Context: an optimization exercise on an open-source flow, tuned for small area. The choices shown serve that exercise and are no tape-out recipe.
At most, simulation tests tie the RTL to the original design; equivalence was not proved.
Power is estimated from default activity; no workload was simulated.

==> branch ember <==
// flash_bus
module flash_bus #(
	parameter NUM_OF_CHIPS 			= 4,
	parameter CMD_FIFO_DATA_WIDTH 	= 72,
	parameter WR_FIFO_DATA_WIDTH 	= 128,
	parameter RD_FIFO_DATA_WIDTH 	= 136,
	parameter RSLT_FIFO_DATA_WIDTH 	= 26,
	parameter PERIOD 				= 8,
	parameter PAGE_SIZE_WIDTH		= 15
 )
 (
	input 	i_clk,
	input 	i_rst,
        output o_top_bus_active,
        input i_recording_en,
        input i_disp_cmd_req,
        output o_disp_cmd_ack,
        input [CMD_FIFO_DATA_WIDTH-1:0] i_disp_cmd_data,
        output o_disp_rsp_req,
        input i_disp_rsp_ack,
        input i_disp_rsp_listening,
        output [RSLT_FIFO_DATA_WIDTH-1:0] o_disp_rsp_data,
        output [NUM_OF_CHIPS-1:0] o_disp_chip_active,
        output o_disp_wr_buffer_rsvd,
        output o_disp_rd_buffer_rsvd,
        input [15:0] i_adc_sample_fifo_data,
        input        i_adc_sample_fifo_almost_empty,
        input        i_adc_sample_fifo_empty,
        output       o_adc_sample_fifo_re,
        input        i_adc_sample_fifo_valid,
        output [12:0] o_wr_buffer_addr,
        input  [15:0] i_wr_buffer_data,
        output [12:0] o_rd_buffer_addr,
  ...
export LEC_CHECK = 0
export CAP_MARGIN = 20
export CORE_MARGIN = 2
export CORE_UTILIZATION = 40
export SLEW_MARGIN = 20
create_clock -name core_clock -period 8.0 [get_ports {i_clk}]
standard.sh (not shown) runs the stock make flow with config.mk's settings and CLKGATE_MAP_FILE= SYNTH_SCRIPT=/design/flow/synth_recipe.tcl, a recipe that flattens the netlist after the stock synthesis.
==> flow/flow/run.sh <==
#!/bin/bash
# Layout flow: the standard flow (standard synthesis netlist structure and
# registers, floorplan, power grid, placement, CTS, routing) with changes that
# only affect how the combinational logic is mapped and buffered:
#  - ABC maps the combinational logic with an area-oriented script
#    (flow/abc_area.script) instead of ORFS's delay-oriented one; the
#    registers Yosys creates are the same;
#  - the input and output ports get sky130_fd_sc_hd__buf_1 port buffers
#    instead of the default clkdlybuf4s50_1;
#  - clock tree synthesis uses smaller clock buffers and no dummy loads.
# The full make output goes to flow_make.log in the work folder; each ORFS step
# also keeps its own log under orfs/logs/.
set -euo pipefail
WORK=$(pwd)
SCRIPTS="$WORK/orfs_scripts"
rm -rf "$SCRIPTS"
cp -r "$FLOW_HOME/scripts" "$SCRIPTS"
if [[ -f flow/abc_area.script ]]; then
  cp flow/abc_area.script "$SCRIPTS/abc_speed.script"
fi
bash standard.sh \
  "SCRIPTS_DIR=$SCRIPTS" \
  "BUFFER_PORTS_ARGS=-buffer_cell sky130_fd_sc_hd__buf_1" \
  "CTS_ARGS=-sink_clustering_enable -repair_clock_nets -dont_use_dummy_load -buf_list sky130_fd_sc_hd__clkbuf_4" \
  finish > flow_make.log 2>&1
==> flow/flow/abc_area.script <==
&get -n
&st
&dch
&nf
&st
&syn2
&if -g -K 6
&synch2
&nf
&st
&syn2
&if -g -K 6
&synch2
&nf
&st
&dch -f
&nf -p -a
&put
topo
dnsize -c
==> branch yarrow (differences from branch ember) <==
--- a/flow/design.v
+++ b/flow/design.v
@@ -137,70 +137,64 @@
 	integer ci, bi;
 	always @* begin
 		addr_byte = 8'd0;
 		for (ci = 0; ci < 4; ci = ci + 1)
 			for (bi = 0; bi < 5; bi = bi + 1)
 				addr_byte = addr_byte | ({8{addr_chip_sel[ci] & addr_byte_sel[bi]}} & i_sb_addr[40*ci + 8*bi +: 8]);
 	end
+	always @(posedge i_clk) begin
+		delay_reg <= (state_reg == STATE_RESET || state_reg == STATE_STARTUP_0 || state_reg == STATE_STARTUP_1 ||
+		              state_reg == STATE_IDLE || state_reg == STATE_READ_ADC_SAMPLES_0 ||
+		              state_reg == STATE_READ_ADC_SAMPLES_1 || delay_done) ? 4'd0 : delay_reg + 4'd1;
+		chip_ready_reg <= chip_ready_next;
+		op_reg <= op_next;
+		chip_reg <= chip_next;
+		byte_count_reg[14:1] <= byte_count_next[14:1];
+		sample_count_reg <= sample_count_next;
+		addr_bytes_reg <= addr_bytes_next;
+		chip_counter_reg <= chip_counter_next;
+		startup_op_reg <= startup_op_next;
+		reading_status_reg <= reading_status_next;
+	end
 	always @(posedge i_clk or posedge i_rst) begin
 		if (i_rst) begin
 			state_reg <= STATE_RESET;
-			delay_reg <= 0;
-                        chip_ready_reg <= 0;
-                        chip_exists_reg <= 0;
-			op_reg <= 0;
-			chip_reg <= 0;
-			byte_count_reg <= 0;
-			sample_count_reg <= 0;
-			addr_bytes_reg <= 0;
+			chip_exists_reg <= 0;
+			byte_count_reg[0] <= 1'b0;
 			bus_data_in_reg <= 0;
 			bus_dir_reg <= DIR_OUT;
 			bus_data_out_reg <= 0;
 			bus_we_n_reg <= 1;
 			bus_re_n_reg <= 1;
 			bus_ces_n_reg <= 0;
 			bus_cle_reg <= 0;
 			bus_ale_reg <= 0;
-		        adc_sample_fifo_re_reg <= 0;
-                        wr_buffer_addr_reg <= 0;
-		        rd_buffer_addr_reg <= 0;
-		        rd_buffer_data_reg <= 0;
-		        rd_buffer_we_reg <= 0;
-                        chip_counter_reg <= 0;
-                        startup_op_reg <= 0;
-                        reading_status_reg <= 0;
-                end else begin
+			adc_sample_fifo_re_reg <= 0;
+			wr_buffer_addr_reg <= 0;
+			rd_buffer_addr_reg <= 0;
+			rd_buffer_data_reg <= 0;
+			rd_buffer_we_reg <= 0;
+		end else begin
 			state_reg <= state_next;
-			delay_reg <= (state_reg == STATE_RESET || state_reg == STATE_STARTUP_0 || state_reg == STATE_STARTUP_1 ||
-			              state_reg == STATE_IDLE || state_reg == STATE_READ_ADC_SAMPLES_0 ||
-			              state_reg == STATE_READ_ADC_SAMPLES_1 || delay_done) ? 4'd0 : delay_reg + 4'd1;
-                        chip_ready_reg <= chip_ready_next;
-                        chip_exists_reg <= chip_exists_next;
-			op_reg <= op_next;
-			chip_reg <= chip_next;
-			byte_count_reg <= byte_count_next;
-			sample_count_reg <= sample_count_next;
-			addr_bytes_reg <= addr_bytes_next;
+			chip_exists_reg <= chip_exists_next;
+			byte_count_reg[0] <= byte_count_next[0];
 			bus_data_in_reg <= i_bus_data;
 			bus_data_out_reg <= bus_data_out_next;
 			bus_dir_reg <= bus_dir_next;
 			bus_we_n_reg <= bus_we_n_next;
 			bus_re_n_reg <= bus_re_n_next;
 			bus_ces_n_reg <= bus_ces_n_next;
 			bus_cle_reg <= bus_cle_next;
 			bus_ale_reg <= bus_ale_next;
-		        adc_sample_fifo_re_reg <= adc_sample_fifo_re_next;
-		        wr_buffer_addr_reg <= wr_buffer_addr_next;
-		        rd_buffer_addr_reg <= rd_buffer_addr_next;
-		        rd_buffer_data_reg <= rd_buffer_data_next;
-		        rd_buffer_we_reg <= rd_buffer_we_next;
-                        chip_counter_reg <= chip_counter_next;
-                        startup_op_reg <= startup_op_next;
-                        reading_status_reg <= reading_status_next;
-                end
+			adc_sample_fifo_re_reg <= adc_sample_fifo_re_next;
+			wr_buffer_addr_reg <= wr_buffer_addr_next;
+			rd_buffer_addr_reg <= rd_buffer_addr_next;
+			rd_buffer_data_reg <= rd_buffer_data_next;
+			rd_buffer_we_reg <= rd_buffer_we_next;
+		end
 	end
 	assign o_busy = (state_reg != STATE_IDLE);
 	always @* begin
 		state_next = state_reg;
                 chip_ready_next = chip_ready_reg;
                 chip_exists_next = chip_exists_reg;
                 op_next = op_reg;
@@ -648,14 +642,19 @@
 			if (cc_commit && cc_pend_chip == k)
 				sb_cc[k] <= cc_pend;
 		end
 		if (cc_load) begin
 			cc_pend <= in_nq ? cc_rd : sys_cycle_count_reg;
 			cc_pend_chip <= in_nq ? new_chip_reg : c;
 		end
+		if (in_idle) begin
+			new_chip_reg <= new_chip;
+			new_rd_reg <= (new_op == 3'd1) || (new_op == 3'd3) || (new_op == 3'd4) || (new_op == 3'd7);
+			new_wr_reg <= (new_op == 3'd0);
+		end
 		rd_a0 <= in_nq ? new_chip_reg : c;
 		rd_a1 <= rd_a0;
 		rd_a2 <= rd_a1;
 	end
 	always @(posedge i_clk or posedge i_rst) begin
 		if (i_rst) begin
 			sb_cc_valid <= 4'd0;
@@ -676,29 +675,23 @@
 			new_cmd_ack_reg <= 0;
 			new_rsp_req_reg <= 0;
 			new_rsp_data_reg <= 0;
 			chip_active_reg <= 0;
 			wr_buffer_rsvd_reg <= 0;
 			rd_buffer_rsvd_reg <= 0;
 			curr_chip_reg <= 0;
-			new_chip_reg <= 0;
-			new_rd_reg <= 0;
-			new_wr_reg <= 0;
 		end else begin
 			sys_cycle_count_reg <= sys_cycle_count_reg + 32'd1;
 			new_cmd_ack_reg <= 1'b0;
 			if (!i_recording_en)
 				recording_reg <= 1'b0;
 			if (i_cyclecount_reset)
 				op_cycle_count_reg <= 0;
 			case (state_reg)
 				STATE_IDLE: begin
-					new_chip_reg <= new_chip;
-					new_rd_reg <= (new_op == 3'd1) || (new_op == 3'd3) || (new_op == 3'd4) || (new_op == 3'd7);
-					new_wr_reg <= (new_op == 3'd0);
 					if (i_disp_cmd_req) begin
 						new_cmd_ack_reg <= 1'b1;
 						state_reg <= STATE_NEW_RQST_0;
 					end else if (chip_active_reg[c]) begin
 						state_reg <= STATE_GET_NEXT_OP_0;
 					end else begin
 						curr_chip_reg <= c + 2'd1;
--- a/flow/flow/run.sh
+++ b/flow/flow/run.sh
@@ -17,9 +17,9 @@
 cp -r "$FLOW_HOME/scripts" "$SCRIPTS"
 if [[ -f flow/abc_area.script ]]; then
   cp flow/abc_area.script "$SCRIPTS/abc_speed.script"
 fi
 bash standard.sh \
   "SCRIPTS_DIR=$SCRIPTS" \
   "BUFFER_PORTS_ARGS=-buffer_cell sky130_fd_sc_hd__buf_1" \
-  "CTS_ARGS=-sink_clustering_enable -repair_clock_nets -dont_use_dummy_load -buf_list sky130_fd_sc_hd__clkbuf_4" \
+  "CTS_ARGS=-sink_clustering_enable -repair_clock_nets -dont_use_dummy_load -sink_clustering_size 14 -sink_clustering_max_diameter 60 -buf_list sky130_fd_sc_hd__clkbuf_8" \
   finish > flow_make.log 2>&1
==> flow/flow/abc_area.script (replaced) <==
strash
&get -n
&deepsyn -T 20
&put
dch -f
amap
==> branch maple (differences from branch ember) <==
--- a/flow/design.v
+++ b/flow/design.v
@@ -118,33 +118,25 @@
 			STATE_DELAY_ADL:                            delay_done = (delay_reg == DELAY_STATE_ADL-1);
 			STATE_DELAY_RHW:                            delay_done = (delay_reg == DELAY_STATE_RHW-1);
 			STATE_DELAY_WB:                             delay_done = (delay_reg == DELAY_STATE_WB-1);
 			STATE_WRITE_DATA:                           delay_done = (delay_reg == DELAY_STATE_WRITE_DATA-1);
 			default:                                    delay_done = 1'b1;
 		endcase
 	end
-	wire [3:0] addr_chip_sel = 4'h1 << chip_reg;
-	reg  [4:0] addr_byte_sel;
+	wire [39:0] op_addr = i_sb_addr[40*chip_reg +: 40];
+	reg  [7:0]  addr_byte;
 	always @* begin
 		case (addr_bytes_reg)
-			3'd5:    addr_byte_sel = 5'b00001;
-			3'd4:    addr_byte_sel = 5'b00010;
-			3'd3:    addr_byte_sel = 5'b00100;
-			3'd2:    addr_byte_sel = 5'b01000;
-			default: addr_byte_sel = 5'b10000;
+			3'd5:    addr_byte = op_addr[7:0];
+			3'd4:    addr_byte = op_addr[15:8];
+			3'd3:    addr_byte = op_addr[23:16];
+			3'd2:    addr_byte = op_addr[31:24];
+			default: addr_byte = op_addr[39:32];
 		endcase
 	end
-	reg  [7:0] addr_byte;
-	integer ci, bi;
-	always @* begin
-		addr_byte = 8'd0;
-		for (ci = 0; ci < 4; ci = ci + 1)
-			for (bi = 0; bi < 5; bi = bi + 1)
-				addr_byte = addr_byte | ({8{addr_chip_sel[ci] & addr_byte_sel[bi]}} & i_sb_addr[40*ci + 8*bi +: 8]);
-	end
 	always @(posedge i_clk or posedge i_rst) begin
 		if (i_rst) begin
 			state_reg <= STATE_RESET;
 			delay_reg <= 0;
                         chip_ready_reg <= 0;
                         chip_exists_reg <= 0;
 			op_reg <= 0;
@@ -559,26 +551,24 @@
 	reg [39:0] sb_addr  [0:3];
 	reg [7:0]  sb_tag   [0:3];
 	reg [9:0]  sb_len   [0:3];
 	reg [4:0]  sb_state [0:3];
 	reg [3:0]  sb_srs;
 	reg [31:0] sb_cc    [0:3];
 	reg [3:0]  sb_cc_valid;		 
-	reg [31:0] cc_pend;		 
-	reg [1:0]  cc_pend_chip;
-	reg [2:0]  cc_age;		 
-	reg [1:0]  rd_a0, rd_a1, rd_a2;	 
+	reg [31:0] cc_s0, cc_s1, cc_s2;
+	reg [2:0]  cc_zero;			 
 	wire [1:0] c = curr_chip_reg;
 	wire [7:0] rd_tag   = sb_tag[c];
 	wire [9:0] rd_len   = sb_len[c];
 	wire [4:0] rd_state = sb_state[c];
 	wire       rd_srs   = sb_srs[c];
-	wire        nq_state  = (state_reg == STATE_NEW_RQST_0);
-	wire [1:0]  cc_addr   = nq_state ? rd_a2 : c;
-	wire [31:0] cc_rd     = sb_cc_valid[cc_addr] ? sb_cc[cc_addr] : 32'd0;
+	wire [1:0]  cc_addr = (state_reg == STATE_NEW_RQST_0) ? new_chip_reg : c;
+	wire [31:0] cc_rd   = sb_cc_valid[cc_addr] ? sb_cc[cc_addr] : 32'd0;
+	wire [31:0] cc_new  = cc_zero[2] ? 32'd0 : cc_s2;
 	wire [2:0] new_op   = i_disp_cmd_data[48:46];
 	wire [1:0] new_chip = i_disp_cmd_data[41:40];
 	reg  [4:0] new_state;
 	always @* begin
 		case (new_op)
 			3'd0: new_state = CS_WRITE_DATA_PENDING;
 			3'd1: new_state = CS_READ_START_PENDING;
@@ -623,16 +613,14 @@
 	wire chip_rdy = i_ctrl_chip_ready[c];
 	wire cs_match = (i_cyclecount_start[4:0] != 5'd0) && (i_cyclecount_start[4:0] == rd_state);
 	wire ce_match = (i_cyclecount_end[4:0] != 5'd0) && (i_cyclecount_end[4:0] == rd_state);
 	wire we_new   = in_idle && i_disp_cmd_req;
 	wire we_state = in_do && (st_send || st_onbus);
 	wire we_srs   = in_check && !chip_rdy;
 	wire we_cc_do = we_state && cs_match;
-	wire cc_load   = in_nq | we_cc_do;	 
-	wire cc_commit = cc_age[2] | (cc_age[1] & cc_load);
 	integer k;
 	always @(posedge i_clk) begin
 		for (k = 0; k < 4; k = k + 1) begin
 			if (we_new && new_chip == k) begin
 				sb_addr[k] <= i_disp_cmd_data[39:0];
 				sb_tag[k]  <= i_disp_cmd_data[71:64];
 				sb_len[k]  <= i_disp_cmd_data[63:54];
@@ -641,33 +629,31 @@
 				sb_state[k] <= new_state;
 			else if (we_state && c == k)
 				sb_state[k] <= rd_state + 5'd1;
 			if (we_new && new_chip == k)
 				sb_srs[k] <= 1'b0;
 			else if (we_srs && c == k)
 				sb_srs[k] <= 1'b1;
-			if (cc_commit && cc_pend_chip == k)
-				sb_cc[k] <= cc_pend;
-		end
-		if (cc_load) begin
-			cc_pend <= in_nq ? cc_rd : sys_cycle_count_reg;
-			cc_pend_chip <= in_nq ? new_chip_reg : c;
+			if (in_nq && new_chip_reg == k)
+				sb_cc[k] <= cc_new;
+			else if (we_cc_do && c == k)
+				sb_cc[k] <= sys_cycle_count_reg;
 		end
-		rd_a0 <= in_nq ? new_chip_reg : c;
-		rd_a1 <= rd_a0;
-		rd_a2 <= rd_a1;
+		cc_s0 <= cc_rd;
+		cc_s1 <= cc_s0;
+		cc_s2 <= cc_s1;
 	end
 	always @(posedge i_clk or posedge i_rst) begin
 		if (i_rst) begin
 			sb_cc_valid <= 4'd0;
-			cc_age <= 3'd0;
+			cc_zero <= 3'b111;
 		end else begin
-			cc_age <= {cc_age[1] & ~cc_load, cc_age[0] & ~cc_load, cc_load};
+			cc_zero <= {cc_zero[1:0], 1'b0};
 			for (k = 0; k < 4; k = k + 1)
-				if (cc_commit && cc_pend_chip == k)
+				if ((in_nq && new_chip_reg == k) || (we_cc_do && c == k))
 					sb_cc_valid[k] <= 1'b1;
 		end
 	end
 	always @(posedge i_clk or posedge i_rst) begin
 		if (i_rst) begin
 			state_reg <= STATE_IDLE;
 			sys_cycle_count_reg <= 0;
==> flow/run.sh (new file) <==
#!/bin/bash
# synth_recipe.tcl (not shown) runs the flow's synth.tcl, then flattens the netlist and writes it again
# the make line also repeats each setting of config.mk as NAME=value (left out here)
make -C /OpenROAD-flow-scripts/flow DESIGN_CONFIG=/design/flow/config.mk WORK_HOME=/design/flow/orfs CLKGATE_MAP_FILE= SYNTH_SCRIPT=/design/flow/synth_recipe.tcl finish
- CTS_BUF_LIST: default -> sky130_fd_sc_hd__clkbuf_4
- CTS_CLUSTER_SIZE: default -> 30
removed: flow/flow/run.sh
removed: flow/flow/abc_area.script
removed: flow/standard.sh
==> comparison table <==
item	branch maple	branch yarrow	branch ember
Final standard cell area without fillers	39,600 um^2	33,500 um^2	34,000 um^2
Multiplexer area fraction after synthesis	6.42%	0%	1.51%
Launch instance of the worst register-to-register path	busSM.state_reg[0]	busSM.state_reg[2]	busSM.state_reg[1]
Met1 routing resource usage after global routing	26.8%	26.4%	26.7%
Total Die Area	86,200 um^2	75,300 um^2	77,800 um^2
Final clock-cell share	6.59%	2.71%	3.93%
Switching fraction of total power	22.4%	20.9%	36.5%
Seq group	0.00388 W	0.00365 W	0.00438 W
Comb group	0.000140 W	0.0000888 W	-
Arithmetic-cell share of the synthesized area counting full adders, half adders and majority gates	4.72%	5.38%	5.16%
Total power after layout	0.00742 W	0.00557 W	0.0101 W
Least setup slack across all paths after layout	1380 ps	-348 ps	841 ps
Final setup viols	0	1	0
Relative contribution of combinational cells to total power	1.9%	1.6%	34.7%
Internal power component	0.00575 W	0.00441 W	0.00641 W
WL met2	43.2 mm	40.2 mm	39.8 mm
Average size of a mapped cell	11.4 um^2	12.0 um^2	11.6 um^2
Run status	complete, no violations	finished with violations	complete, no violations
Violated checks	-	negative setup slack	-
First-pass GRT wire length	138 mm	120 mm	127 mm
Met2 usage	33.7%	35.7%	35.2%
Sequential share of cell area	48.9%	56.1%	54.6%
Total wirelength of the detailed-routed design	88.9 mm	79.8 mm	81.9 mm
Final-layout worst hold slack	309 ps	341 ps	321 ps
Only the layout flow was run in branch ember and branch yarrow; the RTL was not checked for function there.

[separate check: timing with driven ports]
The results above use ideal ports. As a check the final layouts listed here were re-extracted and re-timed, cells and wires unchanged.
Step 1 assumes that a clkbuf_16 drives the clock port and a buf_2 every other input.
Step 2 times the ports against the registers' clock, not the clock port: input delays grow and output delays shrink by t, the midpoint of the rising clock arrivals with the driver on.
Three values: ideal ports, drivers, drivers and shift; two values: the first two.
| run | t (ns) | slack for setup (ns) | worst register clock-pin slew, ns |
|---|---|---|---|
| branch ember | 1.066 | 0.841 / 0.841 / 0.841 | 0.07 / 0.07 |
| branch yarrow | 0.698 | -0.348 / -0.348 / -0.348 | 0.09 / 0.09 |
| branch maple | 1.083 | 1.375 / 1.375 / 1.375 | 0.08 / 0.08 |
